Source: an optimization exercise on an open RTL-to-GDS flow (aim: small area and a short achievable clock period). Production flows keep margins and buffers that such runs may drop.
At most, simulation tests tie the RTL to the original design; equivalence was not proved.
Only the layout flow was run in runs 3 to 6; the RTL was not checked for function there.
Power and IR drop assume default switching activity.

`design.v`:
```
module topmodule (
	input clk, rst,
	output [31:0] PC_out, RD1, RD2,
	output wire [31:0] Inst,
	output REGWr,
	output [3:0] ALUCnt,
	output [31:0] ALUOutW, ReadDataW,
	input [31:0] InstrF,
	output [31:0] DataAdrM, WriteDataM,
	output MemWriteM,
	input [31:0] ReadDataM);
reg [31:0] pcF;                        
reg [31:0] instD;                      
reg [31:0] rd1E, rd2E, srcbE;          
reg [3:0]  alucE, condE, waE;          
reg [1:0]  flagwE;
reg        regwE, memwE, memtoregE, pcsE, blE;
reg [31:0] aluM, wdataM;               
reg [3:0]  waM;
reg        regwM, memwM, memtoregM, pcsM, blM;
reg [31:0] aluW, rdataW;               
reg        regwW, memtoregW, pcsW;
reg [3:0]  flags;                      
wire [479:0] rf;                       
assign PC_out     = pcF;
assign Inst       = instD;
assign RD1        = rd1E;
assign RD2        = rd2E;
assign ALUCnt     = alucE;
assign DataAdrM   = aluM;
assign WriteDataM = wdataM;
assign MemWriteM  = memwM;
assign ALUOutW    = aluW;
assign ReadDataW  = rdataW;
assign REGWr      = regwW;
wire [31:0] pc4     = {pcF[31:2] + 30'd1, pcF[1:0]};
wire [31:0] resultW = memtoregW ? rdataW : aluW;
wire [31:0] pcnext  = pcsW ? resultW : pc4;
always @(posedge clk) begin
	pcF   <= rst ? 32'd0 : pcnext;
	instD <= rst ? 32'd0 : InstrF;
end
wire [1:0] op    = instD[27:26];
wire [3:0] cmd   = instD[24:21];
wire       sbit  = instD[20];
wire [3:0] rn    = instD[19:16];
wire [3:0] rd    = instD[15:12];
wire [3:0] rm    = instD[3:0];
wire isBX  = (instD[27:4] == 24'h12FFF1);
wire isDP  = (op == 2'b00) & ~isBX;
wire isMem = (op == 2'b01);
wire isSTR = isMem & ~instD[20];
wire isLDR = isMem &  instD[20];
wire isBr  = (op == 2'b10);
wire isBL  = isBr & instD[24];
wire isCMP = (cmd == 4'b1010);
wire regwD = (isDP & ~isCMP) | isLDR | isBL;
wire pcsD  = ((rd == 4'd15) & regwD) | isBr | isBX;
reg [3:0] alucD;
reg [1:0] flagwD;
always @* begin
	if (isDP) begin
		case (cmd)
		4'b0100: begin alucD = 4'b0100; flagwD = sbit ? 2'b11 : 2'b00; end
		4'b0010: begin alucD = 4'b0010; flagwD = sbit ? 2'b11 : 2'b00; end
		4'b0000: begin alucD = 4'b0000; flagwD = sbit ? 2'b10 : 2'b00; end
		4'b1100: begin alucD = 4'b1100; flagwD = sbit ? 2'b10 : 2'b00; end
		4'b1101: begin alucD = 4'b1101; flagwD = sbit ? 2'b10 : 2'b00; end
		4'b1010: begin alucD = 4'b0010; flagwD = 2'b11; end
		default: begin alucD = 4'b1101; flagwD = 2'b00; end
		endcase
	end else begin
		alucD  = (isBr | isBX) ? 4'b1101 : 4'b0100;
		flagwD = 2'b00;
	end
end
wire [3:0] ra2 = isSTR ? rd : rm;
wire [15:0] sel1, sel2;
genvar gi;
generate
	for (gi = 0; gi < 16; gi = gi + 1) begin : g_sel
		assign sel1[gi] = ~rst & (rn  == gi);
		assign sel2[gi] = ~rst & (ra2 == gi);
	end
endgenerate
reg [31:0] rv1, rv2;
integer i;
always @* begin
	rv1 = {32{sel1[15]}} & pc4;
	rv2 = {32{sel2[15]}} & pc4;
	for (i = 0; i < 15; i = i + 1) begin
		rv1 = rv1 | ({32{sel1[i]}} & rf[i*32 +: 32]);
		rv2 = rv2 | ({32{sel2[i]}} & rf[i*32 +: 32]);
	end
end
reg [31:0] extimm;
always @* begin
	if (isMem)     extimm = {20'd0, instD[11:0]};
	else if (isBr) extimm = {{6{instD[23]}}, instD[23:0], 2'b00};
	else           extimm = {24'd0, instD[7:0]};
end
wire        alusrcD = isDP ? instD[25] : (isMem | isBr);
wire [4:0]  shamt   = isDP ? instD[11:7] : 5'd0;
wire [1:0]  sh      = isDP ? instD[6:5]  : 2'd0;
wire [31:0] srcb    = alusrcD ? extimm : rv2;
wire signed [31:0] srcb_s = srcb;
reg [31:0] shifted;
always @* begin
	case (sh)
	2'b00: shifted = srcb << shamt;
	2'b01: shifted = srcb >> shamt;
	2'b10: shifted = srcb_s >>> shamt;
	default: shifted = ({srcb, srcb} >> shamt);
	endcase
end
always @(posedge clk) begin
	rd1E  <= rv1;
	rd2E  <= rv2;
	srcbE <= shifted;
	waE   <= isBL ? 4'd14 : rd;
	blE   <= isBL;
	memtoregE <= isLDR;
	if (rst) begin
		alucE <= 4'd0; condE <= 4'd0; flagwE <= 2'd0;
		regwE <= 1'b0; memwE <= 1'b0; pcsE <= 1'b0;
	end else begin
		alucE <= alucD; condE <= instD[31:28]; flagwE <= flagwD;
		regwE <= regwD; memwE <= isSTR; pcsE <= pcsD;
	end
end
wire        isSub = alucE[1];
wire [31:0] bx    = isSub ? ~srcbE : srcbE;
wire [32:0] sum   = {1'b0, rd1E} + {1'b0, bx} + {32'd0, isSub};
reg  [31:0] aluout;
always @* begin
	case (alucE)
	4'b0100, 4'b0010: aluout = sum[31:0];
	4'b1100:          aluout = rd1E | srcbE;
	4'b1101:          aluout = srcbE;
	default:          aluout = rd1E & srcbE;
	endcase
end
wire fN = aluout[31];
wire fZ = (aluout == 32'd0);
wire fC = isSub ? ~sum[31] : sum[32];
wire fV = (rd1E[31] == bx[31]) & (sum[31] != rd1E[31]);
reg condex;
always @* begin
	case (condE)
	4'b0000: condex = flags[2];
	4'b0001: condex = ~flags[2];
	4'b0010: condex = flags[1];
	4'b0011: condex = ~flags[1];
	4'b0100: condex = flags[3];
	4'b0101: condex = ~flags[3];
	4'b0110: condex = flags[0];
	4'b0111: condex = ~flags[0];
	4'b1000: condex = ~flags[2] & flags[1];
	4'b1001: condex = flags[2] | ~flags[1];
	4'b1010: condex = ~(flags[3] ^ flags[0]);
	4'b1011: condex = flags[3] ^ flags[0];
	4'b1100: condex = ~flags[2] & ~(flags[3] ^ flags[0]);
	4'b1101: condex = flags[2] | (flags[3] ^ flags[0]);
	default: condex = 1'b1;
	endcase
end
always @(posedge clk) begin
	if (rst) flags <= 4'd0;
	else begin
		if (flagwE[1] & condex) flags[3:2] <= {fN, fZ};
		if (flagwE[0] & condex) flags[1:0] <= {fC, fV};
	end
end
always @(posedge clk) begin
	wdataM    <= rd2E;
	waM       <= waE;
	blM       <= blE;
	memtoregM <= memtoregE;
	if (rst) begin
		aluM <= 32'd0; regwM <= 1'b0; memwM <= 1'b0; pcsM <= 1'b0;
	end else begin
		aluM  <= aluout;
		regwM <= regwE & condex;
		memwM <= memwE & condex;
		pcsM  <= pcsE & condex;
	end
end
wire [31:0] wd   = blM ? pcnext : (memtoregM ? ReadDataM : aluM);
wire [31:0] wdr  = wd & {32{~rst}};
generate
	for (gi = 0; gi < 15; gi = gi + 1) begin : g_rf
		wire wen = rst | (regwM & (waM == gi));
		reg [31:0] r;
		always @(posedge clk)
			if (wen) r <= wdr;
		assign rf[gi*32 +: 32] = r;
	end
endgenerate
always @(posedge clk) begin
	memtoregW <= memtoregM;
	if (rst) begin
		aluW <= 32'd0; rdataW <= 32'd0; regwW <= 1'b0; pcsW <= 1'b0;
	end else begin
		aluW <= aluM; rdataW <= ReadDataM; regwW <= regwM; pcsW <= pcsM;
	end
end
endmodule
```
`run.sh`:
```
#!/bin/bash
# synth_recipe.tcl (not shown) runs the flow's synth.tcl, then flattens the netlist and writes it again
# the make line also repeats each setting of config.mk as NAME=value (left out here)
make -C /OpenROAD-flow-scripts/flow DESIGN_CONFIG=/design/flow/config.mk WORK_HOME=/design/flow/orfs CLKGATE_MAP_FILE= SYNTH_SCRIPT=/design/flow/synth_recipe.tcl finish
```
`config.mk`:
```
export PLATFORM = sky130hd
export DESIGN_NAME = topmodule
export DESIGN_NICKNAME = topmodule
export VERILOG_FILES = /design/flow/design.v
export SDC_FILE = /design/flow/constraint.sdc
export NUM_CORES = 8
export LEC_CHECK = 0
export CAP_MARGIN = 20
export CORE_MARGIN = 2
export CORE_UTILIZATION = 40
export SLEW_MARGIN = 20
```
`constraint.sdc`:
```
create_clock -name core_clock -period 10.0 [get_ports {clk}]
set_input_delay 2.0000 -clock core_clock [delete_from_list [all_inputs] [get_ports {clk}]]
set_output_delay 2.0000 -clock core_clock [all_outputs]
set_load 0.01 [all_outputs]
```
==> summary.md, run 1 <==
| Metric | Value |
|---|---|
| Status | finished clean |
| Yosys top cell area share | 36.15% |
| Syn Nets | 3870 |
| WHS Path Cells | 0 |
| Setup Crit Path Kind | flop to flop |
| CTS tree | built |
| All-Layer GR Usage | a little under two fifths |
| CP max stage cell | a221oi_1 |
| CTS max path bufs | 3 |
| DRT Pass-1 Iters | 9 |
| Clk slew on worst S/H paths | 70 ps |
| Seq/Total Area, Yosys | between 50% and 60% |
| Total wire length after detailed routing | 196000 µm |
| Crit share post-route | approximately 68% |
| Syn_area_per_cell | around 11 µm² |
| Leading area contributor after synthesis | edfxtp_1 |
| Synth Instances | 3768 |
| Peak VDD IR | approximately 0.00013 V |
| PwrDens | about 200 nW/µm² |
| I/O pin count | between 300 and 400 |
| Die W | roughly 320 µm |
| Synthesis Warnings | 1 |
| # setup viols final | 0 |
| Top cells by area, synth | edfxtp_1 (36%), dfxtp_1 (16%), mux2i_1 (4.5%), a22oi_1 (4.3%), nand2_1 (3.0%) |
| DR WL/cell | ~36 µm |
| Total of max-cap violations | 0 |
| Postcts setup bufs | 0 |
| Area Overhead vs Synth | 21.47% |
| Distinct cell type count after synthesis | around 110 |
| Commonest non-fill, non-tap cell in the layout | edfxtp_1 |
| DR vias | around 37000 |
| First-pass GRT wire length | ~270000 µm |
| Most frequent cells in the layout | edfxtp_1 (480), clkdlybuf4s50_1 (326), dfxtp_1 (318) |
| Port-buffer cells | around 330 |
| Clock Skew | around 45 ps |
| Post-Route Setup TNS | 0 ps |
| Pleak | about 18 nW |
| Core Util, Final | between 40% and 50% |
| Worst hold path class | flop to flop |
| Family with the most delay on the worst path | compound AO/OA/AOI/OAI gates |
| Slew Limit Headroom | between 10% and 20% |
| Starting Density | between 40% and 50% |
| Hold_buf cts | 0 |
| Detailed router's first-iteration violation count | 6539 |
| Routed Antenna Nets | 0 |
| Synthesized flop and latch total | roughly 800 |
| Instance count on the critical path | 16 |
| Post-synth EDFFs | between 400 and 500 |
| FF-to-FF path depth | 16 |
| HPWL Detailed | 132500 µm |
| RSZ-0062 raised after global routing | no |
| Crit Path Max Fanout | 45 |
| Clock Sinks | 803 |
| Routability cong. | approximately 1.0 |
| Largest net degree at the start of global routing | 71 |
| Post-cts sizing count | 0 |
| Worst path required time | approximately 11000 ps |
| Crit-path cells | inv_1, ha_1, nand2b_1, buf_4, mux2_4, nand2_2, nor2_2, buf_4, nand2_1, a31oi_2, o22ai_1, a221oi_1, mux2i_1, o22ai_1, a21oi_1, a21oi_1 |
| Htree depth | 3 |
| CTS buffer count | 88 |
| Clk Latency, worst-skew pair | around 690 ps |
| Max incr delay on CP | 850 ps |
| Final hold vios | 0 |
| Max Clock Freq | approximately 150 MHz |
| Post-synth ARST share | 0% |
| Die Area | approximately 100000 µm² |
| DRC Markers | 0 |
| Die height | about 320 µm |
| Final min period | 6775 ps |
| CP endpoint kind | flop |
| Buf/Inv on CP | 3 |
| Fin nets | between 4000 and 5000 |
| Post-synthesis instance area | 39880 µm² |
| CP Launch Type | flop |
| Root Driver | clkbuf_16 |
| Layout cells sized above 1 | 10.95% |
| Vias in the first global route | 34890 |
| CORE AREA | about 99000 µm² |
| Count of pins over their slew limit | 0 |
| Main synth FF type | edfxtp_1 |
| Grt total ovfl | 0 |
| WP data arrival | 7370 ps |
| Worst Tran Pin Value | about 1200 ps |
| Row count | ~120 |
| Initial antenna violation count | 18 |
| Routed vias/inst | a little under 7 |
## registers in the layout (all words and copies together) (netlist names), 2 cells and up
name / flops
alucE: 4
srcbE: 32
condE: 4
flagwE: 2
pcF: 32
g_rf.r: 480
waE: 4
instD: 32
rd2E: 32
aluM: 32
wdataM: 32
aluW: 32
waM: 4
flags: 4
rdataW: 32
rd1E: 32
## report_power, final
part	total [mW]	switching [mW]	internal (mW)
clock network	3.56	1.44	2.13
registers	4.11	0.271	3.83
logic	1.90	1.24	0.664
## metrics by stage
step / setup WS [ps] / total power, mW / instances / cell area [µm²] / hold slack (ps)
after global placement: 2999 / 5.988 / 5247 / 45160 / 309.9
after detailed placement: 3116 / 5.981 / 5247 / 45170 / 312.1
after CTS: 3521 / 9.505 / 5410 / 48340 / 325.0
final: 3225 / 9.567 / 5417 / 48440 / 324.1
after floorplan: 5028 / 5.057 / 3768 / 39880 / 309.6
after global routing: 3097 / 9.821 / 5414 / 48430 / 329.1
## cells in the mapped netlist (all sizes together) (65+ instances only)
cell type,count
a221oi,86
mux2i,180
a21oi,188
a22oi,226
a211oi,105
nand2,323
o22ai,65
clkbuf,186
dfxtp,323
o21ai,157
nand3,136
edfxtp,480
a22o,68
nor2b,152
buf,106
nor2,223
## cells by family (layout without fill, tap and decap cells)
kind of cell             after synthesis  count (layout)  share of synthesized area [%]
other                                  0               3                              0
multiplexers                         197             197                          5.136
AND/OR/NAND/NOR                     1095            1095                          13.57
XOR/XNOR                              84              84                          1.845
AO/OA/AOI/OAI                       1230            1230                          22.43
flip-flops                           803             803                          52.36
adder cells (fa/ha/maj)               36              36                          1.148
buffers and inverters                323             682                          3.508
## final timing paths
path | from | endpoint | slack [ps]
max reg2reg | instD[27] | srcbE[3] | 3230
min | waE[2] | waM[2] | 320
min reg2reg | waE[2] | waM[2] | 320
max | instD[27] | srcbE[3] | 3230
## area by class of cell
cell class / count / area [µm²]
clock buffers: 118 / 2489
fillers: 8921 / 50120
inverters: 31 / 116.4
diodes: 3 / 7.507
well taps: 1287 / 1610
clock inverters: 45 / 688.2
flip-flops and latches: 803 / 20890
repair buffers: 488 / 4551
multi-input cells: 2642 / 18090
## layer usage
layer / track usage (%) / wire [µm]
met1: 48.60 / 72820
met2: 53.78 / 80890
met3: 11.22 / 27860
met4: 22.98 / 14360
met5: 0 / 71
==> run 2, diff against run 1 <==
--- a/design.v
+++ b/design.v
@@ -21,6 +21,7 @@
 reg [31:0] aluW, rdataW;               
 reg        regwW, memtoregW, pcsW;
 reg [3:0]  flags;                      
+reg [15:0] sel1, sel2;                 
 wire [479:0] rf;                       
 assign PC_out     = pcF;
 assign Inst       = instD;
@@ -36,9 +37,14 @@
 wire [31:0] pc4     = {pcF[31:2] + 30'd1, pcF[1:0]};
 wire [31:0] resultW = memtoregW ? rdataW : aluW;
 wire [31:0] pcnext  = pcsW ? resultW : pc4;
+wire        strF = (InstrF[27:26] == 2'b01) & ~InstrF[20];
+wire [3:0]  ra1F = InstrF[19:16];
+wire [3:0]  ra2F = strF ? InstrF[15:12] : InstrF[3:0];
 always @(posedge clk) begin
 	pcF   <= rst ? 32'd0 : pcnext;
 	instD <= rst ? 32'd0 : InstrF;
+	sel1  <= rst ? 16'd1 : (16'd1 << ra1F);
+	sel2  <= rst ? 16'd1 : (16'd1 << ra2F);
 end
 wire [1:0] op    = instD[27:26];
 wire [3:0] cmd   = instD[24:21];
@@ -74,15 +80,7 @@
 		flagwD = 2'b00;
 	end
 end
-wire [3:0] ra2 = isSTR ? rd : rm;
-wire [15:0] sel1, sel2;
 genvar gi;
-generate
-	for (gi = 0; gi < 16; gi = gi + 1) begin : g_sel
-		assign sel1[gi] = ~rst & (rn  == gi);
-		assign sel2[gi] = ~rst & (ra2 == gi);
-	end
-endgenerate
 reg [31:0] rv1, rv2;
 integer i;
 always @* begin
@@ -103,19 +101,21 @@
 wire [4:0]  shamt   = isDP ? instD[11:7] : 5'd0;
 wire [1:0]  sh      = isDP ? instD[6:5]  : 2'd0;
 wire [31:0] srcb    = alusrcD ? extimm : rv2;
-wire signed [31:0] srcb_s = srcb;
-reg [31:0] shifted;
-always @* begin
-	case (sh)
-	2'b00: shifted = srcb << shamt;
-	2'b01: shifted = srcb >> shamt;
-	2'b10: shifted = srcb_s >>> shamt;
-	default: shifted = ({srcb, srcb} >> shamt);
-	endcase
-end
-always @(posedge clk) begin
-	rd1E  <= rv1;
-	rd2E  <= rv2;
+wire        lsl  = (sh == 2'b00);
+wire [4:0]  amt  = lsl ? (5'd0 - shamt) : shamt;
+wire [31:0] r0   = amt[0] ? {srcb[0],    srcb[31:1]} : srcb;
+wire [31:0] r1   = amt[1] ? {r0[1:0],   r0[31:2]}   : r0;
+wire [31:0] r2   = amt[2] ? {r1[3:0],   r1[31:4]}   : r1;
+wire [31:0] r3   = amt[3] ? {r2[7:0],   r2[31:8]}   : r2;
+wire [31:0] r4   = amt[4] ? {r3[15:0],  r3[31:16]}  : r3;
+wire [31:0] mr   = {32{1'b1}} >> shamt;    
+wire [31:0] ml   = {32{1'b1}} << shamt;    
+wire [31:0] keep = (sh == 2'b11) ? {32{1'b1}} : (lsl ? ml : mr);
+wire        fill = (sh == 2'b10) & srcb[31];
+wire [31:0] shifted = (r4 & keep) | ({32{fill}} & ~keep);
+always @(posedge clk) begin
+	rd1E  <= rst ? 32'd0 : rv1;
+	rd2E  <= rst ? 32'd0 : rv2;
 	srcbE <= shifted;
 	waE   <= isBL ? 4'd14 : rd;
 	blE   <= isBL;
==> run 2 against run 1 <==
  * Critical endpoint is now srcbE[11]
  * Global-route usage decreased by 4.9 points
  * Sequential share of layout area is 3.6 points higher
  * Sequential power grew 4%
  * Synthesized cell count decreased by 9.2%
  * Clock power is 4% lower
  * Flip-flop and latch count rose by 32
  * Via count is 12% lower
  * Synthesized area is 4.7% lower
  * Register-to-register slack gained 1600 ps
  * Maximum frequency is 30% higher
  * Highest routed layer unchanged
==> summary.md, run 2 <==
| Metric | Value |
|---|---|
| Clock Sinks | 835 (+4.0%) |
| Most frequent cells in the layout | edfxtp_1 (480), dfxtp_1 (349), a22oi_1 (329) |
| Crit Path Max Fanout | 44 (-2.2%) |
| Grt total ovfl | 0 (unchanged) |
| CP endpoint kind | flop |
| DRC Markers | 0 (unchanged) |
| CTS buffer count | 84 (-4.5%) |
| Routability cong. | 1.002 (-2.7%) |
| Routed vias/inst | 6.497 (-5.3%) |
| CTS max path bufs | 3 (unchanged) |
| Count of pins over their slew limit | 0 (unchanged) |
| Htree depth | 3 (unchanged) |
| Commonest non-fill, non-tap cell in the layout | edfxtp_1 |
| Die height | 312.3 µm (-2.3%) |
| Fillers | 8494 (-4.8%) |
| Post-synth EDFFs | 480 (unchanged) |
| Layout cells sized above 1 | 8.631% (-2.3 points) |
| Leading area contributor after synthesis | edfxtp_1 |
| Main synth FF type | edfxtp_1 |
| First-pass GRT wire length | 228100 µm (-16%) |
| Synth Instances | 3421 (-9.2%) |
| Setup Crit Path Kind | flop to flop |
| # setup viols final | 0 (unchanged) |
| Area Overhead vs Synth | 21.24% |
| Multi-input logic area | 15610 µm² (-14%) |
| Detailed router's first-iteration violation count | 4700 (-28%) |
| Distinct cell type count after synthesis | 97 (-7.6%) |
| CP Launch Type | flop |
| Port-buffer cells | 327 (unchanged) |
| Post-synth top cells | edfxtp_1 (480), dfxtp_1 (355), a22oi_1 (329) |
| Final min period | 5210 ps (-1565 ps) |
| Syn Nets | 3527 (-8.9%) |
| Pleak | 16.50 nW (-6.6%) |
| Worst path required time | 10610 ps (about the same) |
| Die Area | 97520 µm² (-4.6%) |
| WHS Path Cells | 0 (unchanged) |
| Total of max-cap violations | 0 (unchanged) |
| Post-synth ARST share | 0% (unchanged) |
| PwrDens | 205.5 nW/µm² (+4.0%) |
| Max reg flops | 480 (unchanged) |
| Reg area | 21530 µm² (+3.1%) |
| Total wire length after detailed routing | 162800 µm (-17%) |
| Hold_buf cts | 0 (unchanged) |
| Synthesis Warnings | 1 (unchanged) |
| Starting Density | 40.19% (-0.27 points) |
| Vias in the first global route | 31110 (-11%) |
| Status | finished clean |
| Synthesized flop and latch total | 835 (+4.0%) |
| I/O pin count | 328 (unchanged) |
| HPWL Detailed | 105600 µm (-20%) |
| Yosys top cell area share | 37.92% (+1.8 points) |
| Row count | 113 (-1.7%) |
| Crit share post-route | 52.10% (-16 points) |
| Post-Route Setup TNS | 0 ps (unchanged) |
| FF-to-FF path depth | 17 (+1) |
| Slew Limit Headroom | 23.23% (+4.9 points) |
| Largest Register | g_rf.r |
| All-Layer GR Usage | 32.27% (-4.9 points) |
| Final Non-Filler Cells | 5046 (-6.8%) |
| Clk Latency, worst-skew pair | 670 ps (-20 ps) |
| Placed Cells | 4887 (-6.9%) |
| Worst Tran Pin Value | 1145 ps (-77.82 ps) |
| Postcts setup bufs | 0 (unchanged) |
| Initial antenna violation count | 4 (-14) |
| Die W | 312.3 µm (-2.3%) |
| CORE AREA | 94590 µm² (-4.0%) |
| DRT Pass-1 Iters | 10 (+1) |
| Max Clock Freq | 191.9 MHz (+30%) |
| Root Driver | clkbuf_16 |
| Fin nets | 3815 (-8.2%) |
| Peak VDD IR | 0.0001358 V (+4.4%) |
| Final hold vios | 0 (unchanged) |
| Clk slew on worst S/H paths | 60 ps (about the same) |
| WP data arrival | 5820 ps (-1550 ps) |
| Seq/Total Area, Yosys | 56.61% (+4.2 points) |
| Largest net degree at the start of global routing | 80 (+13%) |
| DR vias | 32780 (-12%) |
| Clock Skew | 26.06 ps (-18.75 ps) |
| Worst hold path class | flop to flop |
| Top cells by area, synth | edfxtp_1 (38%), dfxtp_1 (19%), a22oi_1 (6.5%), mux2i_1 (3.7%), nor2b_1 (2.5%) |
| Most common cell in the netlist | edfxtp_1 |
| DR WL/cell | 32.26 µm (-11%) |
| Post-synthesis instance area | 38020 µm² (-4.7%) |
| RSZ-0062 raised after global routing | no |
| Routed Antenna Nets | 0 (unchanged) |
| CTS tree | built |
| Post-cts sizing count | 0 (unchanged) |
| Syn_area_per_cell | 11.11 µm² (+5.0%) |
==> run 2: logic make-up after synthesis <==
kind of cell / after synthesis / share of synthesized area (%)
compound gates: 1050 / 20.27
mux: 148 / 3.979
simple gates: 979 / 12.95
xor+xnor: 84 / 1.935
fa+ha+maj: 40 / 1.336
buf+inv: 285 / 2.916
flops: 835 / 56.61
==> run 2: cell type report <==
class / count / area share (%)
repair buffers: 452 / 9.200
inverters: 35 / 0.2850
well taps: 1265 / 3.434
multi-input cells: 2301 / 33.86
diodes: 4 / 0.02172
flip-flops and latches: 835 / 46.71
clock inverters: 51 / 1.417
clock buffers: 103 / 5.068
==> run 2: metrics by stage <==
step | util [%] | hold WS (ps) | worst slack [ps] | cell area [µm²] | total power [mW]
2_1_floorplan | - | 309.6 | 5624 | 38020 | 5.241
3_3_place_gp | 45.50 | 310.6 | 5106 | 43030 | 6.066
3_5_place_dp | 45.51 | 315.3 | 4955 | 43050 | 6.067
4_1_cts | 48.67 | 330.4 | 4929 | 46030 | 9.441
5_1_grt | 48.72 | 331.6 | 4451 | 46080 | 9.762
6_report | 48.73 | 328.7 | 4790 | 46090 | 9.471
==> run 2: worst max-delay path, cell delays in order, from the launching register on <==
cell and delay (ps):
dfxtp_1 370, inv_1 80, ha_1 360, and4b_1 270, nand3_1 190, nor2_1 100, nor2b_1 570, nand2_1 210
ha_1 390, mux2_2 870, mux2i_1 180, nor3_1 300, nor2_1 70, a22oi_1 360, mux2i_1 180, a21oi_1 360
mux2i_1 140, mux2i_1 140
==> run 2: path summary, 6_finish.rpt <==
kind	start	to	slack [ps]
setup / recovery	instD[26]	srcbE[11]	4790
hold / removal	blE	blM	330
setup reg to reg	instD[26]	srcbE[11]	4790
hold reg to reg	blE	blM	330
==> run 2: power breakdown <==
| group | internal, mW | switching [mW] | leakage, nW |
|---|---|---|---|
| combinational | 0.678 | 1.10 | 7.18 |
| sequential | 4.00 | 0.292 | 7.87 |
| clock | 1.99 | 1.42 | 1.45 |
| total | 6.67 | 2.80 | 16.5 |
==> run 2: routing by layer <==
metal	global-route usage, %	part of all wire [%]	vias to the layer above	wire, µm
met5	0	0.0080	-	13
met4	18.33	6.5	2	10610
met3	8.938	12	560	20300
met2	49.77	44	2446	71640
met1	40.80	37	15880	60240
li1	-	-	13900	-
==> run 3, diff against run 2 <==
--- a/design.v
+++ b/design.v
@@ -22,6 +22,9 @@
 reg        regwW, memtoregW, pcsW;
 reg [3:0]  flags;                      
 reg [15:0] sel1, sel2;                 
+reg [4:0]  amtD, shamtD;               
+reg [1:0]  shD;                        
+reg        alusrcD, subD;              
 wire [479:0] rf;                       
 assign PC_out     = pcF;
 assign Inst       = instD;
@@ -37,14 +40,25 @@
 wire [31:0] pc4     = {pcF[31:2] + 30'd1, pcF[1:0]};
 wire [31:0] resultW = memtoregW ? rdataW : aluW;
 wire [31:0] pcnext  = pcsW ? resultW : pc4;
-wire        strF = (InstrF[27:26] == 2'b01) & ~InstrF[20];
-wire [3:0]  ra1F = InstrF[19:16];
-wire [3:0]  ra2F = strF ? InstrF[15:12] : InstrF[3:0];
-always @(posedge clk) begin
-	pcF   <= rst ? 32'd0 : pcnext;
-	instD <= rst ? 32'd0 : InstrF;
-	sel1  <= rst ? 16'd1 : (16'd1 << ra1F);
-	sel2  <= rst ? 16'd1 : (16'd1 << ra2F);
+wire [31:0] instF = rst ? 32'd0 : InstrF;
+wire        strF  = (instF[27:26] == 2'b01) & ~instF[20];
+wire [3:0]  ra1F  = instF[19:16];
+wire [3:0]  ra2F  = strF ? instF[15:12] : instF[3:0];
+wire        bxF   = (instF[27:4] == 24'h12FFF1);
+wire        dpF   = (instF[27:26] == 2'b00) & ~bxF;
+wire [4:0]  shamtF = dpF ? instF[11:7] : 5'd0;
+wire [1:0]  shF    = dpF ? instF[6:5]  : 2'd0;
+wire        subF   = dpF & (instF[23:21] == 3'b010);    
+always @(posedge clk) begin
+	pcF     <= rst ? 32'd0 : pcnext;
+	instD   <= instF;
+	sel1    <= 16'd1 << ra1F;
+	sel2    <= 16'd1 << ra2F;
+	shamtD  <= shamtF;
+	shD     <= shF;
+	amtD    <= (shF == 2'b00) ? (5'd0 - shamtF) : shamtF;
+	alusrcD <= dpF ? instF[25] : (instF[27:26] == 2'b01) | (instF[27:26] == 2'b10);
+	subD    <= subF;
 end
 wire [1:0] op    = instD[27:26];
 wire [3:0] cmd   = instD[24:21];
@@ -97,13 +111,13 @@
 	else if (isBr) extimm = {{6{instD[23]}}, instD[23:0], 2'b00};
 	else           extimm = {24'd0, instD[7:0]};
 end
-wire        alusrcD = isDP ? instD[25] : (isMem | isBr);
-wire [4:0]  shamt   = isDP ? instD[11:7] : 5'd0;
-wire [1:0]  sh      = isDP ? instD[6:5]  : 2'd0;
 wire [31:0] srcb    = alusrcD ? extimm : rv2;
+wire [31:0] srcx = srcb ^ {32{subD}};
+wire [4:0]  amt  = amtD;
+wire [4:0]  shamt = shamtD;
+wire [1:0]  sh   = shD;
 wire        lsl  = (sh == 2'b00);
-wire [4:0]  amt  = lsl ? (5'd0 - shamt) : shamt;
-wire [31:0] r0   = amt[0] ? {srcb[0],    srcb[31:1]} : srcb;
+wire [31:0] r0   = amt[0] ? {srcx[0],    srcx[31:1]} : srcx;
 wire [31:0] r1   = amt[1] ? {r0[1:0],   r0[31:2]}   : r0;
 wire [31:0] r2   = amt[2] ? {r1[3:0],   r1[31:4]}   : r1;
 wire [31:0] r3   = amt[3] ? {r2[7:0],   r2[31:8]}   : r2;
@@ -111,7 +125,7 @@
 wire [31:0] mr   = {32{1'b1}} >> shamt;    
 wire [31:0] ml   = {32{1'b1}} << shamt;    
 wire [31:0] keep = (sh == 2'b11) ? {32{1'b1}} : (lsl ? ml : mr);
-wire        fill = (sh == 2'b10) & srcb[31];
+wire        fill = ((sh == 2'b10) & srcb[31]) ^ subD;
 wire [31:0] shifted = (r4 & keep) | ({32{fill}} & ~keep);
 always @(posedge clk) begin
 	rd1E  <= rst ? 32'd0 : rv1;
@@ -129,7 +143,7 @@
 	end
 end
 wire        isSub = alucE[1];
-wire [31:0] bx    = isSub ? ~srcbE : srcbE;
+wire [31:0] bx    = srcbE;                  
 wire [32:0] sum   = {1'b0, rd1E} + {1'b0, bx} + {32'd0, isSub};
 reg  [31:0] aluout;
 always @* begin
==> run 3 against run 2 <==
  * Non-clock buffer count down 5
  * Still clean on timing, DRC and antenna
  * Critical endpoint is now srcbE[14]
  * Core utilization decreased by 0.29 points
  * Final cell count rose by 3.7%
  * Clock skew up 6.9 ps
  * Sequential share of layout area shrank 0.87 points
  * Highest routed layer unchanged
  * Sequential power rose by 1%
  * Global-route usage rose by 0.34 points
  * First-iteration DRC count grew 14%
  * Design area is 3.1% higher
  * Critical path depth is 5 lower
==> summary.md, run 3 <==
| Metric | Value |
|---|---|
| Port-buffer cells | 327 (unchanged) |
| WP data arrival | 5540 ps (-280 ps) |
| Seq/Total Area, Yosys | 55.13% (-1.5 points) |
| Hold Path End | waM[3] |
| Layout cells sized above 1 | 9.059% (+0.43 points) |
| Cell Area, Placed | 44390 µm² (+3.1%) |
| Post-synth EDFFs | 480 (unchanged) |
| Reg-to-Reg Start | sel2[11] |
| Routed vias/inst | 6.459 (-0.58%) |
| Crit share post-route | 50.58% (-1.5 points) |
| Post-synth top cells | edfxtp_1 (480), dfxtp_1 (368), a22oi_1 (352) |
| Design area | 47530 µm² (+3.1%) |
| CORE AREA | 98130 µm² (+3.7%) |
| Clk Latency, worst-skew pair | 700 ps (+30 ps) |
| Worst path required time | 10480 ps (-130 ps) |
| Die W | 318.3 µm (+1.9%) |
| Place WS | 5271 ps (+316.4 ps) |
| FF-to-FF path depth | 12 (-5) |
| WHS Path Cells | 0 (unchanged) |
| CTS tree | built |
| CP endpoint kind | flop |
| Clk slew on worst S/H paths | 70 ps (about the same) |
| Die height | 318.3 µm (+1.9%) |
| Grt total ovfl | 0 (unchanged) |
| Syn Nets | 3714 (+5.3%) |
| Clock Skew | 32.99 ps (+6.932 ps) |
| Main synth FF type | edfxtp_1 |
| Worst hold path class | flop to flop |
| RSZ-0062 raised after global routing | no |
| Total of max-cap violations | 0 (unchanged) |
| Count of pins over their slew limit | 0 (unchanged) |
| Commonest non-fill, non-tap cell in the layout | edfxtp_1 |
| CP Launch Type | flop |
| Peak VDD IR | 0.0001495 V (+10%) |
| Placed Cells | 5060 (+3.5%) |
| Final min period | 5058 ps (-151.9 ps) |
| Final Non-Filler Cells | 5231 (+3.7%) |
| CTS max path bufs | 3 (unchanged) |
| Setup Crit Path Kind | flop to flop |
| HPWL Detailed | 112100 µm (+6.1%) |
| CP dominant cell by count | mux2i_1 |
| Area Overhead vs Synth | 20.31% |
| Die Area | 101300 µm² (+3.9%) |
| Max Clock Freq | 197.7 MHz (+3.0%) |
| Most common cell in the netlist | edfxtp_1 |
| Pleak | 17.08 nW (+3.6%) |
| I/O pin count | 328 (unchanged) |
| Initial antenna violation count | 9 (+5) |
| Hold_buf cts | 0 (unchanged) |
| Largest Register | g_rf.r |
| Reg2reg setup slack | 4940 ps (+150 ps) |
| Max reg flops | 480 (unchanged) |
| Synth Instances | 3578 (+4.6%) |
| Top cells by area, synth | edfxtp_1 (36%), dfxtp_1 (19%), a22oi_1 (6.7%), mux2i_1 (3.4%), nor2b_1 (2.4%) |
| Synthesized flop and latch total | 848 (+1.6%) |
| Post-cts sizing count | 0 (unchanged) |
| PwrDens | 209.3 nW/µm² (+1.8%) |
| Crit path setup slack, layout | 4942 ps (+151.9 ps) |
| Most frequent cells in the layout | edfxtp_1 (480), dfxtp_1 (362), a22oi_1 (352) |
| Leading area contributor after synthesis | edfxtp_1 |
| CP max stage cell | a221oi_1 |
| Status | finished clean |
| Root Driver | clkbuf_16 |
| Final hold vios | 0 (unchanged) |
| DR WL/cell | 32.67 µm (+1.3%) |
| Total wire length after detailed routing | 170900 µm (+5.0%) |
| DRC Markers | 0 (unchanged) |
| Row count | 115 (+1.8%) |
| Post-synth ARST share | 0% (unchanged) |
| Synthesis Warnings | 1 (unchanged) |
| All-Layer GR Usage | 32.60% (+0.34 points) |
| Worst Hold Launch | waE[3] |
| Crit Path Max Fanout | 32 (-27%) |
| Routability cong. | 0.9846 (-1.7%) |
| First-pass GRT wire length | 238500 µm (+4.6%) |
| Detailed router's first-iteration violation count | 5340 (+14%) |
| Postcts setup bufs | 0 (unchanged) |
| Yosys top cell area share | 36.48% (-1.4 points) |
| Starting Density | 40.26% (+0.071 points) |
| Distinct cell type count after synthesis | 92 (-5.2%) |
| Reg-to-Reg End | srcbE[14] |
| Syn_area_per_cell | 11.04 µm² (-0.63%) |
| Max incr delay on CP | 1020 ps (+150 ps) |
| Largest net degree at the start of global routing | 196 (+150%) |
| Crit-path cells | buf_4, a222oi_1, nand3_1, o21ai_0, o211ai_1, mux2i_1, mux2i_1, xnor2_1, nor2_1, a21oi_1, mux2_2, a221oi_1 |
| DRT Pass-1 Iters | 10 (unchanged) |
| CTS buffer count | 92 (+9.5%) |
| Fin nets | 4003 (+4.9%) |
| DR vias | 33790 (+3.1%) |
| Routed Antenna Nets | 0 (unchanged) |
| Vias in the first global route | 32020 (+2.9%) |
| Post-Route Setup TNS | 0 ps (unchanged) |
| Htree depth | 3 (unchanged) |
| Slew Limit Headroom | 14.71% (-8.5 points) |
| Clock Sinks | 848 (+1.6%) |
| # setup viols final | 0 (unchanged) |
| Worst Tran Pin Value | 1266 ps (+121.4 ps) |
| Post-synthesis instance area | 39510 µm² (+3.9%) |
run 3: logic make-up after synthesis:
family	after synthesis	share of synthesized area [%]
and+or+nand+nor	973	12.41
xor gates and xnor gates	98	2.172
buffers and inverters	356	3.423
DFF	848	55.13
AOI/OAI and AO/OA	1045	19.28
muxes	181	5.156
adders and majority gates	77	2.432
run 3: how the worst max path moves through the flow:
| stage | to | cells after the start | slack [ps] | start |
|---|---|---|---|---|
| 6_report | srcbE[14] | 12 | 4940 | sel2[11] |
| 4_1_cts | srcbE[14] | 12 | 5250 | sel2[6] |
| 2_1_floorplan | g_rf[0].r[0] | 6 | 5500 | rst |
| 5_1_grt | flags[2] | 14 | 5090 | alucE[1] |
| 3_5_place_dp | srcbE[14] | 12 | 5270 | sel2[11] |
| 3_3_place_gp | srcbE[14] | 12 | 5250 | sel2[11] |
run 3: cell type report:
cell class,count,area (µm²)
Antenna cell,3,7.507
Clock buffer,124,2599
Clock inverter,44,533.0
Fill cell,8869,50600
Inverter,104,390.4
Multi-Input combinational cell,2374,16410
Sequential cell,848,21790
Tap cell,1287,1610
Timing Repair Buffer,447,4192
run 3: metrics by stage:
step	util, %	power, mW	hold WS [ps]
floorplan	-	5.447	309.6
global placement	45.23	6.417	310.5
detailed placement	45.23	6.416	312.1
CTS	48.43	9.926	325.5
global route	48.43	10.26	330.5
finish	48.44	9.949	326.0
run 3: power by group:
group | leakage [nW] | switching [mW] | internal (mW) | total [mW]
logic | 7.60 | 1.28 | 0.781 | 2.06
clock network | 1.51 | 1.49 | 2.05 | 3.54
registers | 7.97 | 0.298 | 4.06 | 4.35
run 3: critical path: cells and delay by family, from the launching register on:
| family | cells | cell delay [ps] |
|---|---|---|
| compound gates | 5 | 2860 |
| mux | 3 | 880 |
| buf+inv | 1 | 330 |
| simple gates | 2 | 240 |
| xor+xnor | 1 | 200 |
| flops | 1 | 300 |
run 3: layer usage:
metal / track usage [%] / wire length [µm] / vias up
met5: 0 / 50 / -
met4: 16.59 / 10080 / 8
met3: 9.648 / 20990 / 548
met2: 50.56 / 75630 / 2568
met1: 41.33 / 64160 / 16310
li1: - / - / 14360
==> run 4, diff against run 3 <==
--- a/config.mk
+++ b/config.mk
@@ -8,4 +8,5 @@
 export CAP_MARGIN = 20
 export CORE_MARGIN = 2
 export CORE_UTILIZATION = 40
+export SETUP_SLACK_MARGIN = 5
 export SLEW_MARGIN = 20
==> run 4 against run 3 <==
  * Sequential share of layout area did not move
  * Sequential power barely moved
  * Register-to-register slack barely moved
  * Flip-flop and latch count did not move
  * Global-route usage did not move
  * Clock skew did not move
  * Largest power group unchanged
  * Setup slack did not move
  * Non-clock buffer count did not move
  * Highest routed layer unchanged
  * Core utilization did not move
  * Critical endpoint unchanged
  * Combinational power barely moved
  * Hold slack did not move
==> summary.md, run 4 <==
| Metric | Value |
|---|---|
| Routability cong. | 0.9846 (unchanged) |
| Hold_buf cts | 0 (unchanged) |
| Synth Instances | 3578 (unchanged) |
| Port-buffer cells | 327 (unchanged) |
| Layout cells sized above 1 | 9.059% (unchanged) |
| Worst Hold Launch | waE[3] |
| Routed Antenna Nets | 0 (unchanged) |
| Yosys top cell area share | 36.48% (unchanged) |
| Worst path required time | 10480 ps (about the same) |
| CTS buffer count | 92 (unchanged) |
| Grt met2 use | 50.56% (unchanged) |
| Leading area contributor after synthesis | edfxtp_1 |
| CP endpoint kind | flop |
| Die height | 318.3 µm (unchanged) |
| Status | finished clean |
| Most common cell in the netlist | edfxtp_1 |
| First-pass GRT wire length | 238500 µm (unchanged) |
| Post-synth EDFFs | 480 (unchanged) |
| Post-Route Setup TNS | 0 ps (unchanged) |
| CP Launch Type | flop |
| Clock Skew | 32.99 ps (unchanged) |
| Syn_area_per_cell | 11.04 µm² (unchanged) |
| Initial antenna violation count | 9 (unchanged) |
| All-Layer GR Usage | 32.60% (unchanged) |
| DRC Markers | 0 (unchanged) |
| Starting Density | 40.26% (unchanged) |
| Post-synth ARST share | 0% (unchanged) |
| Crit. Startpoint | sel2[11] |
| Routed vias/inst | 6.459 (unchanged) |
| RSZ-0062 raised after global routing | no |
| Max Clock Freq | 197.7 MHz (unchanged) |
| HPWL Detailed | 112100 µm (unchanged) |
| Pleak | 17.08 nW (unchanged) |
| Final min period | 5058 ps (unchanged) |
| Mux cell area share after synthesis | 5.156% (unchanged) |
| Met1 Use GR | 41.33% (unchanged) |
| DRT Pass-1 Iters | 10 (unchanged) |
| Total of max-cap violations | 0 (unchanged) |
| Busiest grt layer | met2 |
| Vias in the first global route | 32020 (unchanged) |
| Post-cts sizing count | 0 (unchanged) |
| Slew Limit Headroom | 14.71% (unchanged) |
| XOR/XNOR Fraction of Synth Area | 2.172% (unchanged) |
| Die W | 318.3 µm (unchanged) |
| Total wire length after detailed routing | 170900 µm (unchanged) |
| Post-synthesis instance area | 39510 µm² (unchanged) |
| Fillers | 8869 (unchanged) |
| Reg-to-Reg Start | sel2[11] |
| Synthesis Warnings | 1 (unchanged) |
| DR WL/cell | 32.67 µm (unchanged) |
| Met3 usage | 9.648% (unchanged) |
| Post-synthesis compound-gate area fraction | 19.28% (unchanged) |
| Distinct cell type count after synthesis | 92 (unchanged) |
| Largest Register | g_rf.r |
| DR vias | 33790 (unchanged) |
| Seq/Total Area, Yosys | 55.13% (unchanged) |
| # setup viols final | 0 (unchanged) |
| Largest net degree at the start of global routing | 196 (unchanged) |
| Max reg flops | 480 (unchanged) |
| Row count | 115 (unchanged) |
| Synthesized flop and latch total | 848 (unchanged) |
| Synth Area in Adders | 2.432% (unchanged) |
| CORE AREA | 98130 µm² (unchanged) |
| Crit share post-route | 50.58% (unchanged) |
| Detailed router's first-iteration violation count | 5340 (unchanged) |
| Crit Path Max Fanout | 32 (unchanged) |
| Setup Crit Path Kind | flop to flop |
| Final hold vios | 0 (unchanged) |
| Count of pins over their slew limit | 0 (unchanged) |
| Largest family of logic cells by synthesized area | compound AO/OA/AOI/OAI gates |
| CTS tree | built |
| I/O pin count | 328 (unchanged) |
| PwrDens | 209.3 nW/µm² (unchanged) |
| Clk slew on worst S/H paths | 70 ps (about the same) |
| Top cells by area, synth | edfxtp_1 (36%), dfxtp_1 (19%), a22oi_1 (6.7%), mux2i_1 (3.4%), nor2b_1 (2.4%) |
| Commonest non-fill, non-tap cell in the layout | edfxtp_1 |
| Worst hold path class | flop to flop |
| Die Area | 101300 µm² (unchanged) |
| Most frequent cells in the layout | edfxtp_1 (480), dfxtp_1 (362), a22oi_1 (352) |
| Peak VDD IR | 0.0001495 V (unchanged) |
| Htree depth | 3 (unchanged) |
| Area Overhead vs Synth | 20.31% (unchanged) |
| Post-synth top cells | edfxtp_1 (480), dfxtp_1 (368), a22oi_1 (352) |
| CTS max path bufs | 3 (unchanged) |
| Clock Sinks | 848 (unchanged) |
| Syn Nets | 3714 (unchanged) |
| Grt total ovfl | 0 (unchanged) |
| Postcts setup bufs | 0 (unchanged) |
| Synth Area in Simple Gates | 12.41% (unchanged) |
| Clk Latency, worst-skew pair | 700 ps (about the same) |
| Main synth FF type | edfxtp_1 |
| WP data arrival | 5540 ps (about the same) |
| Root Driver | clkbuf_16 |
| Fin nets | 4003 (unchanged) |
| Hold slack | 326.0 ps (unchanged) |
| Worst Tran Pin Value | 1266 ps (unchanged) |
## run 4: cell counts after synthesis
Identical to the previous run, type by type.
## run 4: stage by stage
stage	util, %	total power, mW	worst slack, ps	cells	area (µm²)
after floorplan	-	5.447	5501	3578	39510
after global placement	45.23	6.417	5254	5060	44390
after detailed placement	45.23	6.416	5271	5060	44390
after CTS	48.43	9.926	5253	5228	47520
after global routing	48.43	10.26	5092	5228	47530
final	48.44	9.949	4942	5231	47530
## run 4: worst max-delay path, cell delays in order (launching register included)
cell,delay [ps]
dfxtp_1,300
buf_4,330
a222oi_1,410
nand3_1,140
o21ai_0,1000
o211ai_1,350
mux2i_1,340
mux2i_1,220
xnor2_1,200
nor2_1,100
a21oi_1,80
mux2_2,320
a221oi_1,1020
## run 4: final cells by class
cell class	count	area [µm²]	area share, %
Clock inverter	44	533.0	1.121
Antenna cell	3	7.507	0.01579
Inverter	104	390.4	0.8213
Sequential cell	848	21790	45.84
Timing Repair Buffer	447	4192	8.818
Tap cell	1287	1610	3.388
Clock buffer	124	2599	5.467
Multi-Input combinational cell	2374	16410	34.53
## run 4: power breakdown
group | internal [mW] | leakage (nW) | switching, mW
registers | 4.06 | 7.97 | 0.298
clock network | 2.05 | 1.51 | 1.49
logic | 0.781 | 7.60 | 1.28
## run 4: logic make-up (layout without fill, tap and decap cells)
| kind of cell | Yosys count | after routing |
|---|---|---|
| other cells | 0 | 3 |
| buf+inv | 356 | 719 |
| compound gates | 1045 | 1045 |
| flops | 848 | 848 |
| fa+ha+maj | 77 | 77 |
| mux | 181 | 181 |
| simple gates | 973 | 973 |
| xor+xnor | 98 | 98 |
## run 4: worst paths after layout
path	slack (ps)	depth (start not counted)	to
worst min register to register	330	0	waM[3]
worst max-delay path	4940	12	srcbE[14]
worst max register to register	4940	12	srcbE[14]
worst min-delay path	330	0	waM[3]
## run 4: routing by layer
metal	wire [µm]	part of all wire [%]
met1	64160	38
met3	20990	12
met2	75630	44
met4	10080	5.9
met5	50	0.029
==> run 5, diff against run 4 <==
--- a/config.mk
+++ b/config.mk
@@ -7,6 +7,6 @@
 export LEC_CHECK = 0
 export CAP_MARGIN = 20
 export CORE_MARGIN = 2
-export CORE_UTILIZATION = 40
-export SETUP_SLACK_MARGIN = 5
+export CORE_UTILIZATION = 50
+export CTS_BUF_LIST = sky130_fd_sc_hd__clkbuf_4 sky130_fd_sc_hd__clkbuf_8
 export SLEW_MARGIN = 20
==> run 5 against run 4 <==
  * Still clean
  * Synthesized cell count stayed put
  * Design area fell by 1.2%
  * Clock power decreased by 11%
  * Sequential power is 0.9% higher
  * Core utilization is 11 points higher
  * Sequential share of layout area up 0.54 points
  * Critical path type unchanged
  * Largest cell class unchanged
  * Largest power group unchanged
==> summary.md, run 5 <==
| Metric | Value |
|---|---|
| Total wire length after detailed routing | 175900 µm (+2.9%) |
| Initial antenna violation count | 12 (+3) |
| Routed Antenna Nets | 0 (unchanged) |
| All-Layer GR Usage | 41.92% (+9.3 points) |
| Largest Register | g_rf.r |
| Main synth FF type | edfxtp_1 |
| Setup Crit Path Kind | flop to flop |
| CP Launch Type | flop |
| CP endpoint kind | flop |
| Clock Skew | 54.07 ps (+21.08 ps) |
| Die Area | 81280 µm² (-20%) |
| Clock Sinks | 848 (unchanged) |
| Port-buffer cells | 327 (unchanged) |
| DRT Pass-1 Iters | 9 (-1) |
| DRC Markers | 0 (unchanged) |
| Slew Limit Headroom | 19.07% (+4.4 points) |
| Commonest non-fill, non-tap cell in the layout | edfxtp_1 |
| Pleak | 17.04 nW (-0.26%) |
| Worst hold path class | flop to flop |
| Hold_buf cts | 0 (unchanged) |
| Yosys top cell area share | 36.48% (unchanged) |
| Post-cts sizing count | 0 (unchanged) |
| Pwr Total | 9.603 mW (-3.5%) |
| Clk Latency, worst-skew pair | 840 ps (+140 ps) |
| Count of pins over their slew limit | 0 (unchanged) |
| WP data arrival | 5510 ps (-30 ps) |
| Synth Instances | 3578 (unchanged) |
| Fin nets | 4033 (+0.75%) |
| Die W | 285.1 µm (-10%) |
| Routability cong. | 1.007 (+2.3%) |
| Die height | 285.1 µm (-10%) |
| Most common cell in the netlist | edfxtp_1 |
| Final hold vios | 0 (unchanged) |
| CTS max path bufs | 3 (unchanged) |
| Syn Nets | 3714 (unchanged) |
| Max reg flops | 480 (unchanged) |
| Post-Route Setup TNS | 0 ps (unchanged) |
| PwrDens | 204.4 nW/µm² (-2.3%) |
| Max Clock Freq | 208.7 MHz (+5.6%) |
| Design area | 46980 µm² (-1.2%) |
| I/O pin count | 328 (unchanged) |
| Most frequent cells in the layout | edfxtp_1 (480), dfxtp_1 (362), a22oi_1 (352) |
| Grt total ovfl | 0 (unchanged) |
| DR WL/cell | 34.77 µm (+6.4%) |
| Post-synth ARST share | 0% (unchanged) |
| Htree depth | 4 (+1) |
| Seq/Total Area, Yosys | 55.13% (unchanged) |
| Row count | 103 (-10%) |
| Post-synth EDFFs | 480 (unchanged) |
| Crit Path Max Fanout | 8 (-75%) |
| First-pass GRT wire length | 243900 µm (+2.3%) |
| Largest net degree at the start of global routing | 96 (-51%) |
| Distinct cell type count after synthesis | 92 (unchanged) |
| Detailed router's first-iteration violation count | 6116 (+15%) |
| Synthesized flop and latch total | 848 (unchanged) |
| CORE AREA | 78610 µm² (-20%) |
| Crit share post-route | 47.91% (-2.7 points) |
| Total of max-cap violations | 0 (unchanged) |
| Area Overhead vs Synth | 18.92% |
| DR vias | 34970 (+3.5%) |
| Post-synth top cells | edfxtp_1 (480), dfxtp_1 (368), a22oi_1 (352) |
| Status | finished clean |
| Clk slew on worst S/H paths | 60 ps (about the same) |
| Leading area contributor after synthesis | edfxtp_1 |
| # setup viols final | 0 (unchanged) |
| CTS tree | built |
| Root Driver | clkbuf_8 |
| Post-synthesis instance area | 39510 µm² (unchanged) |
| Final min period | 4791 ps (-267.7 ps) |
| HPWL Detailed | 117000 µm (+4.3%) |
| RSZ-0062 raised after global routing | no |
| Peak VDD IR | 0.0001380 V (-7.7%) |
| Starting Density | 50.26% (+10 points) |
| Vias in the first global route | 33400 (+4.3%) |
| Cell Area, Placed | 44050 µm² (-0.76%) |
| Worst Tran Pin Value | 1205 ps (-60.74 ps) |
| Routed vias/inst | 6.911 (+7.0%) |
| Syn_area_per_cell | 11.04 µm² (unchanged) |
| Top cells by area, synth | edfxtp_1 (36%), dfxtp_1 (19%), a22oi_1 (6.7%), mux2i_1 (3.4%), nor2b_1 (2.4%) |
| Synthesis Warnings | 1 (unchanged) |
| CTS buffer count | 142 (+54%) |
| Layout cells sized above 1 | 11.04% (+2.0 points) |
| Postcts setup bufs | 0 (unchanged) |
| Worst path required time | 10720 ps (+240 ps) |
## run 5: cell count changes in the layout (fill, tap and decap cells not counted), sizes merged
cell,before,now
clkbuf,124,198
buf,121,101
clkinv,26,38
inv,107,114
bufinv,8,3
clkinvlp,7,2
diode,3,6
## run 5: kinds of logic after synthesis
group	share of synthesized area, %
AOI/OAI and AO/OA	19.28
xor gates and xnor gates	2.172
muxes	5.156
adders and majority gates	2.432
and+or+nand+nor	12.41
buffers and inverters	3.423
DFF	55.13
## run 5: power breakdown
group	leakage (nW)	internal, mW	switching (mW)
Clock	1.53	1.67	1.48
Combinational	7.53	0.774	1.28
Sequential	7.98	4.06	0.334
Total	17.0	6.51	3.10
## run 5: area by class of cell
cell class	instances	area [µm²]
Fill cell	6504	31630
Inverter	104	390.4
Clock buffer	198	2425
Sequential cell	848	21790
Tap cell	1050	1314
Multi-Input combinational cell	2374	16560
Antenna cell	6	15.01
Timing Repair Buffer	427	4036
Clock inverter	53	449.2
## run 5: worst max-delay path, stage by stage, from the launching register on
cell and delay (ps):
dfxtp_1 490, ha_1 300, and4_1 310, nand2_1 100, xnor2_1 940, a211oi_2 430
mux4_2 580, xnor2_1 200, mux2_2 390, mux4_2 530, or3_1 320, o311ai_1 100
## run 5: final timing paths
path / start / endpoint / slack [ps] / depth (start not counted)
setup / recovery: pcF[2] / srcbE[30] / 5210 / 11
hold / removal: blE / blM / 330 / 0
setup reg to reg: pcF[2] / srcbE[30] / 5210 / 11
hold reg to reg: blE / blM / 330 / 0
## run 5: metrics by stage
step	setup slack, ps	hold slack [ps]	cells	utilization (%)
floorplan	5501	309.6	3578	-
global placement	5295	312.9	4797	55.91
detailed placement	5236	315.4	4803	56.03
CTS	5407	334.0	5054	59.69
global route	5161	338.3	5055	59.75
finish	5209	331.0	5060	59.77
## run 5: routing by layer
layer | track usage [%] | routed length (µm) | up-vias
li1 | - | - | 14440
met3 | 14.05 | 25630 | 684
met4 | 22.71 | 11120 | 10
met1 | 54.63 | 64300 | 16850
met2 | 61.71 | 74800 | 2987
met5 | 0 | 72 | -
==> run 6, diff against run 5 <==
==> flow/run.sh (new file) <==
#!/bin/bash
set -euo pipefail
cd "$(dirname "$0")/.."
bash standard.sh \
  "BUFFER_PORTS_ARGS=-buffer_cell sky130_fd_sc_hd__buf_2" \
  MATCH_CELL_FOOTPRINT=0 \
  SETUP_SLACK_MARGIN=${MARGIN:-6} \
  finish > flow_make.log 2>&1
==> standard.sh (new file) <==
#!/bin/bash
# synth_recipe.tcl (not shown) runs the flow's synth.tcl, then flattens the netlist and writes it again
# the make line also repeats each setting of config.mk as NAME=value (left out here)
make -C /OpenROAD-flow-scripts/flow DESIGN_CONFIG=/design/flow/config.mk WORK_HOME=/design/flow/orfs CLKGATE_MAP_FILE= SYNTH_SCRIPT=/design/flow/synth_recipe.tcl "${@:-finish}"
--- a/config.mk
+++ b/config.mk
@@ -8,5 +8,4 @@
 export CAP_MARGIN = 20
 export CORE_MARGIN = 2
 export CORE_UTILIZATION = 50
-export CTS_BUF_LIST = sky130_fd_sc_hd__clkbuf_4 sky130_fd_sc_hd__clkbuf_8
 export SLEW_MARGIN = 20
removed: run.sh
==> run 6 against run 5 <==
  * Critical endpoint is now srcbE[16]
  * Synthesized cell count unchanged
  * Core utilization is 0.96 points lower
  * Register-to-register slack improved by 680 ps
  * Largest power group unchanged
==> summary.md, run 6 <==
| Metric | Value |
|---|---|
| Final hold vios | 0 (unchanged) |
| Pwr Total | 9.901 mW (+3.1%) |
| Setup Crit Path Kind | flop to flop |
| Fin nets | 4001 (-0.79%) |
| Top cells by area, synth | edfxtp_1 (36%), dfxtp_1 (19%), a22oi_1 (6.7%), mux2i_1 (3.4%), nor2b_1 (2.4%) |
| Die W | 285.1 µm (unchanged) |
| DRC Markers | 0 (unchanged) |
| Crit-path cells | buf_4, a222oi_1, nand3_1, nor2_1, a2bb2oi_1, nand3_1, o21ai_0, xnor2_1, a211o_1, a21oi_2, mux2i_1, mux2i_2 |
| Detailed router's first-iteration violation count | 5641 (-7.8%) |
| Max incr delay on CP | 730 ps (-210 ps) |
| Sw Pwr | 3.110 mW (+0.44%) |
| Count of pins over their slew limit | 0 (unchanged) |
| Vias in the first global route | 32630 (-2.3%) |
| Area Overhead vs Synth | 17.00% |
| Pleak | 17.67 nW (+3.7%) |
| CP dominant cell by count | nand3_1 |
| Routed vias/inst | 6.948 (+0.53%) |
| Largest Register | g_rf.r |
| Clk slew on worst S/H paths | 60 ps (about the same) |
| Met1 Use GR | 56.48% (+1.9 points) |
| Clock Sinks | 848 (unchanged) |
| I/O pin count | 328 (unchanged) |
| CP Launch Type | flop |
| Total wire length after detailed routing | 174900 µm (-0.60%) |
| Fillers | 6661 (+2.4%) |
| RSZ-0062 raised after global routing | yes |
| Final min period | 4115 ps (-676.2 ps) |
| Routability cong. | 0.9812 (-2.6%) |
| Die Area | 81280 µm² (unchanged) |
| # setup viols final | 0 (unchanged) |
| Port-buffer cells | 327 (unchanged) |
| Most frequent cells in the layout | edfxtp_1 (480), a22oi_1 (352), dfxtp_1 (342) |
| Syn Nets | 3714 (unchanged) |
| Grt met2 use | 61.88% (+0.16 points) |
| Clock Skew | 38.78 ps (-15.29 ps) |
| Post-synth EDFFs | 480 (unchanged) |
| Peak VDD IR | 0.0002014 V (+46%) |
| All-Layer GR Usage | 41.70% (-0.22 points) |
| HPWL Detailed | 115500 µm (-1.2%) |
| Clk Latency, worst-skew pair | 690 ps (-150 ps) |
| Main synth FF type | edfxtp_1 |
| Post-synth ARST share | 0% (unchanged) |
| Synth Instances | 3578 (unchanged) |
| DR vias | 34720 (-0.72%) |
| Leading area contributor after synthesis | edfxtp_1 |
| Met3 usage | 11.18% (-2.9 points) |
| Slew Limit Headroom | 20.53% (+1.5 points) |
| CTS buffer count | 89 (-37%) |
| CTS max path bufs | 3 (unchanged) |
| Buf/Inv on CP | 1 (+1) |
| WP data arrival | 4650 ps (-860 ps) |
| Sw frac | 31.41% (-0.83 points) |
| Yosys top cell area share | 36.48% (unchanged) |
| CP endpoint kind | flop |
| Seq/Total Area, Yosys | 55.13% (unchanged) |
| Synthesis Warnings | 1 (unchanged) |
| Most common cell in the netlist | edfxtp_1 |
| CORE AREA | 78610 µm² (unchanged) |
| Grt total ovfl | 0 (unchanged) |
| Die height | 285.1 µm (unchanged) |
| Worst path required time | 10530 ps (-190 ps) |
| Root Driver | clkbuf_16 |
| Total of max-cap violations | 0 (unchanged) |
| Initial antenna violation count | 8 (-4) |
| Status | finished clean |
| Post-Route Setup TNS | 0 ps (unchanged) |
| Post-synth top cells | edfxtp_1 (480), dfxtp_1 (368), a22oi_1 (352) |
| Max Clock Freq | 243.0 MHz (+16%) |
| Crit Path Max Fanout | 32 (+24) |
| CP max stage cell | nor2_1 |
| Commonest non-fill, non-tap cell in the layout | edfxtp_1 |
| Busiest grt layer | met2 |
| Largest net degree at the start of global routing | 86 (-10%) |
| Synthesized flop and latch total | 848 (unchanged) |
| DR WL/cell | 34.99 µm (+0.65%) |
| Internal power | 6.792 mW (+4.4%) |
| Combinational power share | 20.9% (-0.5 points) |
| Post-synthesis instance area | 39510 µm² (unchanged) |
| Row count | 103 (unchanged) |
| Sequential Power Share | 44.0% (-1.7 points) |
| CTS tree | built |
| Worst hold path class | flop to flop |
| DRT Pass-1 Iters | 9 (unchanged) |
| First-pass GRT wire length | 242900 µm (-0.42%) |
| Max reg flops | 480 (unchanged) |
| Syn_area_per_cell | 11.04 µm² (unchanged) |
| Worst Tran Pin Value | 1190 ps (-15.43 ps) |
| Crit share post-route | 41.15% (-6.8 points) |
| Routed Antenna Nets | 0 (unchanged) |
| PwrDens | 214.2 nW/µm² (+4.8%) |
| Starting Density | 50.26% (unchanged) |
| Layout cells sized above 1 | 19.48% (+8.4 points) |
| Clock power share | 35.1% (+2.3 points) |
| Distinct cell type count after synthesis | 92 (unchanged) |
| Family with the most delay on the worst path | compound AO/OA/AOI/OAI gates |
| Htree depth | 3 (-1) |
[run 6: cell counts after synthesis]
Identical to the previous run, type by type.
[run 6: timing repair]
item,in CTS,in global routing
setup buffers,10,10
pin swaps,10,17
gates resized for setup,67,60
endpoints found under the setup margin,37,91
gates cloned,0,0
hold buffers,0,0
[run 6: cells by family after synthesis]
logic type / Yosys count / share of synthesized area [%]
and+or+nand+nor: 973 / 12.41
muxes: 181 / 5.156
DFF: 848 / 55.13
adders and majority gates: 77 / 2.432
xor gates and xnor gates: 98 / 2.172
buffers and inverters: 356 / 3.423
AOI/OAI and AO/OA: 1045 / 19.28
[run 6: layout make-up]
type / instances / area [µm²] / share of cell area [%]
Tap cell: 1050 / 1314 / 2.842
Multi-Input combinational cell: 2374 / 16970 / 36.72
Clock inverter: 37 / 536.8 / 1.161
Inverter: 104 / 390.4 / 0.8445
Sequential cell: 848 / 21830 / 47.22
Clock buffer: 126 / 2565 / 5.549
Timing Repair Buffer: 448 / 2595 / 5.614
Antenna cell: 10 / 25.02 / 0.05413
[run 6: path summary, 6_finish.rpt]
| check | to | startpoint | slack [ps] | cells past startpoint |
|---|---|---|---|---|
| setup / recovery | srcbE[16] | sel2[7] | 5890 | 12 |
| hold / removal | waM[1] | waE[1] | 330 | 0 |
| setup reg to reg | srcbE[16] | sel2[7] | 5890 | 12 |
| hold reg to reg | waM[1] | waE[1] | 330 | 0 |
[run 6: metal layers]
metal / wire length (µm) / vias up
li1: - / 14350
met2: 74930 / 2826
met5: 35 / -
met3: 23360 / 623
met4: 10480 / 6
met1: 66050 / 16920
[run 6: stage by stage]
stage	cell area (µm²)	setup WS [ps]	util (%)	cells	hold slack [ps]
3_5_place_dp	42350	4873	53.87	4803	312.1
2_1_floorplan	39540	6005	-	3578	309.6
3_3_place_gp	42350	4899	53.87	4803	311.5
6_report	46230	5885	58.80	4997	328.2
4_1_cts	45840	5990	58.31	4976	328.6
5_1_grt	46200	5933	58.77	4988	335.1
[run 6: worst register-to-register path: cells and delay by family, from the launching register on]
kind	cells	cell delay (ps)
xor gates and xnor gates	1	220
buffers and inverters	1	360
muxes	2	490
and+or+nand+nor	3	940
DFF	1	300
AOI/OAI and AO/OA	5	1660
[run 6: power groups by stage]
stage	Clock [mW]	Combinational, mW	Sequential, mW
floorplan	0	1.13	4.32
CTS	3.49	1.97	4.35
global placement	0	1.90	4.41
global route	3.64	2.17	4.38
finish	3.48	2.07	4.35
detailed placement	0	1.91	4.42

[re-timing with driven ports]
Ports are ideal in the flow. The routed layouts listed here were re-timed in OpenROAD. Step 1 assumes that a clkbuf_16 drives the clock port and a buf_2 every other input. Step 2 also shifts input and output timing later by t, the mid clock arrival at the registers, as if the neighbouring blocks saw the same clock. a / b / c = ideal ports / drivers / drivers and shift; a / b = the first two.
| run | shift t [ns] | slack for setup (ns) | slew at the worst register clock pin (ns) | pins driven straight from the clock port |
|---|---|---|---|---|
| run 1 | 0.736 | 3.225 / 3.225 / 2.745 | 0.07 / 0.07 | 1 |
| run 2 | 0.738 | 4.790 / 4.790 / 4.790 | 0.07 / 0.07 | 1 |
| run 3 | 0.748 | 4.942 / 4.942 / 4.942 | 0.07 / 0.07 | 1 |
| run 4 | 0.748 | 4.942 / 4.942 / 4.942 | 0.07 / 0.07 | 1 |
| run 5 | 0.887 | 5.209 / 5.209 / 5.142 | 0.07 / 0.07 | 1 |
| run 6 | 0.736 | 5.885 / 5.885 / 5.467 | 0.07 / 0.07 | 1 |
After both steps every run listed still meets setup and hold. For run 1, which loses most, drivers alone change the setup slack by 0.000 ns; drivers and shift together by -0.480 ns.
